Background: an optimization exercise with open tools, aiming at small area. Do not read the settings as production practice. Function was checked by simulation only, so behaviour that the tests miss may differ from the original. Power figures rest on the tool's default switching activity, not on a simulated workload.

## delta
==> flow/design.v (excerpt) <==
module led_matrix_soc (
	input  wire         clk,
	input  wire         rst,
	output wire         mm_waitrequest,
	output wire [31:0]  mm_readdata,
	output wire         mm_readdatavalid,
	input  wire [31:0]  mm_writedata,
	input  wire [9:0]   mm_address,
	input  wire         mm_write,
	input  wire         mm_read,
	output wire [28:0]  sdram_address,
	input  wire         sdram_waitrequest,
	input  wire [63:0]  sdram_readdata,
	input  wire         sdram_readdatavalid,
	output wire         sdram_read,
	output wire [7:0]   sdram_burstcount,
	output wire [9:0]   ram_address,
	output wire [47:0]  ram_data,
	output wire         ram_wren,
	input  wire [47:0]  ram_q,
	output wire         r0,
	output wire         g0,
	output wire         b0,
	output wire         r1,
	output wire         g1,
	output wire         b1,
	output wire         r2,
	output wire         g2,
	output wire         b2,
	output wire         r3,
	output wire         g3,
	output wire         b3,
	output wire [2:0]   a,
	output wire         blank,
	output wire         sclk,
	output wire         latch
);
wire [31:0] dma_start;
wire [31:0] begin_dma_address;
wire [31:0] size_of_buffer;
  ...
Size in the first run: about 1000 cells after synthesis, roughly 410 flip-flops, ~310 I/O pins.
==> flow/config.mk <==
export PLATFORM = sky130hd
export DESIGN_NAME = led_matrix_soc
export DESIGN_NICKNAME = led_matrix_soc
export VERILOG_FILES = /design/flow/design.v
export SDC_FILE = /design/flow/constraint.sdc
export NUM_CORES = 4
export LEC_CHECK = 0
export CAP_MARGIN = 20
export CORE_MARGIN = 2
export CORE_UTILIZATION = 65
export SLEW_MARGIN = 20
==> flow/constraint.sdc <==
create_clock -name core_clock -period 5.0 [get_ports {clk}]
set_input_delay 1.0000 -clock core_clock [delete_from_list [all_inputs] [get_ports {clk}]]
set_output_delay 1.0000 -clock core_clock [all_outputs]
set_load 0.01 [all_outputs]
standard.sh (not shown) runs the stock make flow with config.mk's settings and CLKGATE_MAP_FILE= SYNTH_SCRIPT=/design/flow/synth_recipe.tcl, a recipe that flattens the netlist after the stock synthesis.
==> flow/flow/run.sh <==
#!/bin/bash
# The standard layout (the standard.sh, standard synthesis unchanged),
# with each port buffered by the smallest buffer cell instead of the
# default clkdlybuf4s50_1, and a clock tree of clkbuf_4 without dummy loads.
set -euo pipefail
bash standard.sh "BUFFER_PORTS_ARGS=-buffer_cell sky130_fd_sc_hd__buf_1" \
  "CTS_ARGS=-sink_clustering_enable -repair_clock_nets -sink_clustering_size 8 -sink_clustering_max_diameter 100 -buf_list sky130_fd_sc_hd__clkbuf_4 -dont_use_dummy_load" \
  finish > flow_standard.log 2>&1
delta completed; timing, DRC and antenna clean
The inputs of onyx differ from those of delta as listed below.
- CTS_CLUSTER_SIZE now 15, previously not set
- CTS_CLUSTER_DIAMETER now 100, previously not set
- CTS_BUF_LIST now sky130_fd_sc_hd__clkbuf_8, previously not set
==> flow/flow/run.sh <==
#!/bin/bash
# The standard layout (the standard.sh, standard synthesis unchanged),
# with each port buffered by the smallest buffer cell instead of the
# default clkdlybuf4s50_1, and cells on paths with slack to spare sized
# down after global routing (ORFS's RECOVER_POWER step).
set -euo pipefail
bash standard.sh "BUFFER_PORTS_ARGS=-buffer_cell sky130_fd_sc_hd__buf_1" RECOVER_POWER=100 finish > flow_standard.log 2>&1
==> results.txt <==
- Looking at timing startpoint of the critical path, the dma_from_sdram.state[1] result is from delta; the mm_address[7] one comes from onyx.
- NOTE: clock network area share in onyx exceeds that of delta
- Clock period minus final worst setup slack (onyx over delta): increase, 0.44 ns
- No crash in onyx: every stage finished, but the layout fails its final checks due to max-capacitance violations, max-slew violations.
- For the fraction of final layout cells with drive strength greater than 1, onyx came in 3.3 points lower than delta did.
- onyx gives less register-to-register slack than delta did.
Inputs modified between onyx and violet:
- removing CTS_BUF_LIST (formerly sky130_fd_sc_hd__clkbuf_8)
- removing CTS_CLUSTER_DIAMETER (formerly 100)
- removing CTS_CLUSTER_SIZE (formerly 15)
- changing CORE_UTILIZATION from 65 to 75
==> flow/flow/run.sh <==
#!/bin/bash
# The standard layout (the standard.sh, standard synthesis unchanged),
# with each port buffered by the smallest buffer cell instead of the
# default clkdlybuf4s50_1, and a clock tree of clkbuf_8 without dummy loads.
set -euo pipefail
bash standard.sh "BUFFER_PORTS_ARGS=-buffer_cell sky130_fd_sc_hd__buf_1" \
  "CTS_ARGS=-sink_clustering_enable -repair_clock_nets -sink_clustering_size 15 -sink_clustering_max_diameter 100 -buf_list sky130_fd_sc_hd__clkbuf_8 -dont_use_dummy_load" \
  finish > flow_standard.log 2>&1
==> results.txt <==
Measured against each other, violet and onyx differ in via count, the lower figure coming from onyx.
Compared with onyx, in violet maximum frequency has increased; sequential share of layout area moved up; portion of total power attributed to combinational logic went up by 0.5 points; post-layout utilization of the core rose 11 points; final wirelength increased about 6%.
violet — pin count of the biggest net entering global routing 3 lower, onyx as reference
| total power consumption of the routed design | lower: violet |
Relative to onyx, share of final-layout standard cells stronger than drive strength 1 increased by 1.5 points in violet.
Diff onyx -> violet | standard-cell row count | decrease of 4
violet finished all stages; the layout is clean.
Relative to violet, the following input files were edited for lagoon:
- swapping 75 for 55 in CORE_UTILIZATION
Findings:
violet -> lagoon: number of cell instances on the worst register-to-register path flat
[compare] base=violet new=lagoon: total inserted antenna cells went up; full die area went up; cell count after placement went up; setup slack of the most critical reg-to-reg path went up; total power went down.
Sort violet and lagoon by non-clock buffer count, ascending, and violet comes first.
Global-route usage sits lower in lagoon than in violet.
Maximum achievable frequency: lagoon vs violet up 0.0073 GHz
For tundra, these inputs were changed with respect to lagoon:
- CTS_BUF_LIST now sky130_fd_sc_hd__clkbuf_8, previously not set
- CTS_CLUSTER_SIZE now 15, previously not set
- CORE_UTILIZATION now 65, was 55
- CTS_CLUSTER_DIAMETER now 100, previously not set
==> flow/flow/run.sh <==
#!/bin/bash
# The standard layout (the standard.sh, standard synthesis unchanged),
# with each port buffered by the smallest buffer cell instead of the
# default clkdlybuf4s50_1.
set -euo pipefail
bash standard.sh "BUFFER_PORTS_ARGS=-buffer_cell sky130_fd_sc_hd__buf_1" finish > flow_standard.log 2>&1
- tundra vs lagoon — via count rose about 3.3%.
- tundra vs. lagoon: share of power burned in registers fell 1.1 points, routed wire length lost about 1.7%, sequential share of layout area comparable, shortest clock period the worst path allows after layout decreased 0.028 ns, total power now sits higher.
- tundra ends up with a transition time of the tightest slew-check pin that is 0.058 ns lower than in lagoon.
- On worst hold slack, lagoon loses to tundra.
Edits applied to the flow inputs when going from tundra to xenon:
- CTS_BUF_LIST no longer set, was sky130_fd_sc_hd__clkbuf_8
- CTS_CLUSTER_SIZE no longer set, was 15
- CTS_CLUSTER_DIAMETER no longer set, was 100
==> flow/flow/run.sh <==
#!/bin/bash
# The standard layout (the standard.sh, standard synthesis unchanged),
# with each port buffered by the smallest buffer cell instead of the
# default clkdlybuf4s50_1, and a clock tree of clkbuf_8 without dummy loads.
set -euo pipefail
bash standard.sh "BUFFER_PORTS_ARGS=-buffer_cell sky130_fd_sc_hd__buf_1" \
  "CTS_ARGS=-sink_clustering_enable -repair_clock_nets -sink_clustering_size 15 -sink_clustering_max_diameter 100 -buf_list sky130_fd_sc_hd__clkbuf_8 -dont_use_dummy_load" \
  finish > flow_standard.log 2>&1
- Any difference in combinational power between tundra and xenon is small enough to ignore.
- From xenon to tundra, area of the mapped netlist did not move at all.
- In the reports for tundra and xenon, the larger slew at the pin with the worst max-slew slack belongs to tundra.

what the ideal ports hide:
The flow's constraints put no driver on any port. The routed layouts listed below were extracted and timed again, unchanged, in two steps.
Step 1, drivers: a clkbuf_16 drives clk and a buf_2 each remaining input, both assumed.
Step 2 times the ports against the registers' clock, not the clock port: input delays grow and output delays shrink by t, the midpoint of the rising clock arrivals with the driver on.
a / b / c = ideal / step 1 / step 2; a / b = the first two.
run | t, ns | setup WS [ns] | clock arrival spread, ns | worst slew at a driven data input, ns | pins driven straight from the clock port
delta | 0.699 | 1.210 / 1.210 / 1.210 | 0.104 / 0.103 | 0.05 | 1
onyx | 0.639 | 0.769 / 0.782 / 0.142 | 0.023 / 0.023 | 0.05 | 1
violet | 0.615 | 1.020 / 1.020 / 1.020 | 0.060 / 0.060 | 0.06 | 1
lagoon | 0.629 | 1.133 / 1.133 / 1.133 | 0.065 / 0.065 | 0.08 | 1
tundra | 0.641 | 1.161 / 1.161 / 1.161 | 0.026 / 0.025 | 0.05 | 1
xenon | 0.619 | 1.171 / 1.171 / 1.171 | 0.050 / 0.049 | 0.05 | 1
The setup slack of onyx, which loses most, moves by +0.013 ns with the drivers and by -0.627 ns with both steps.
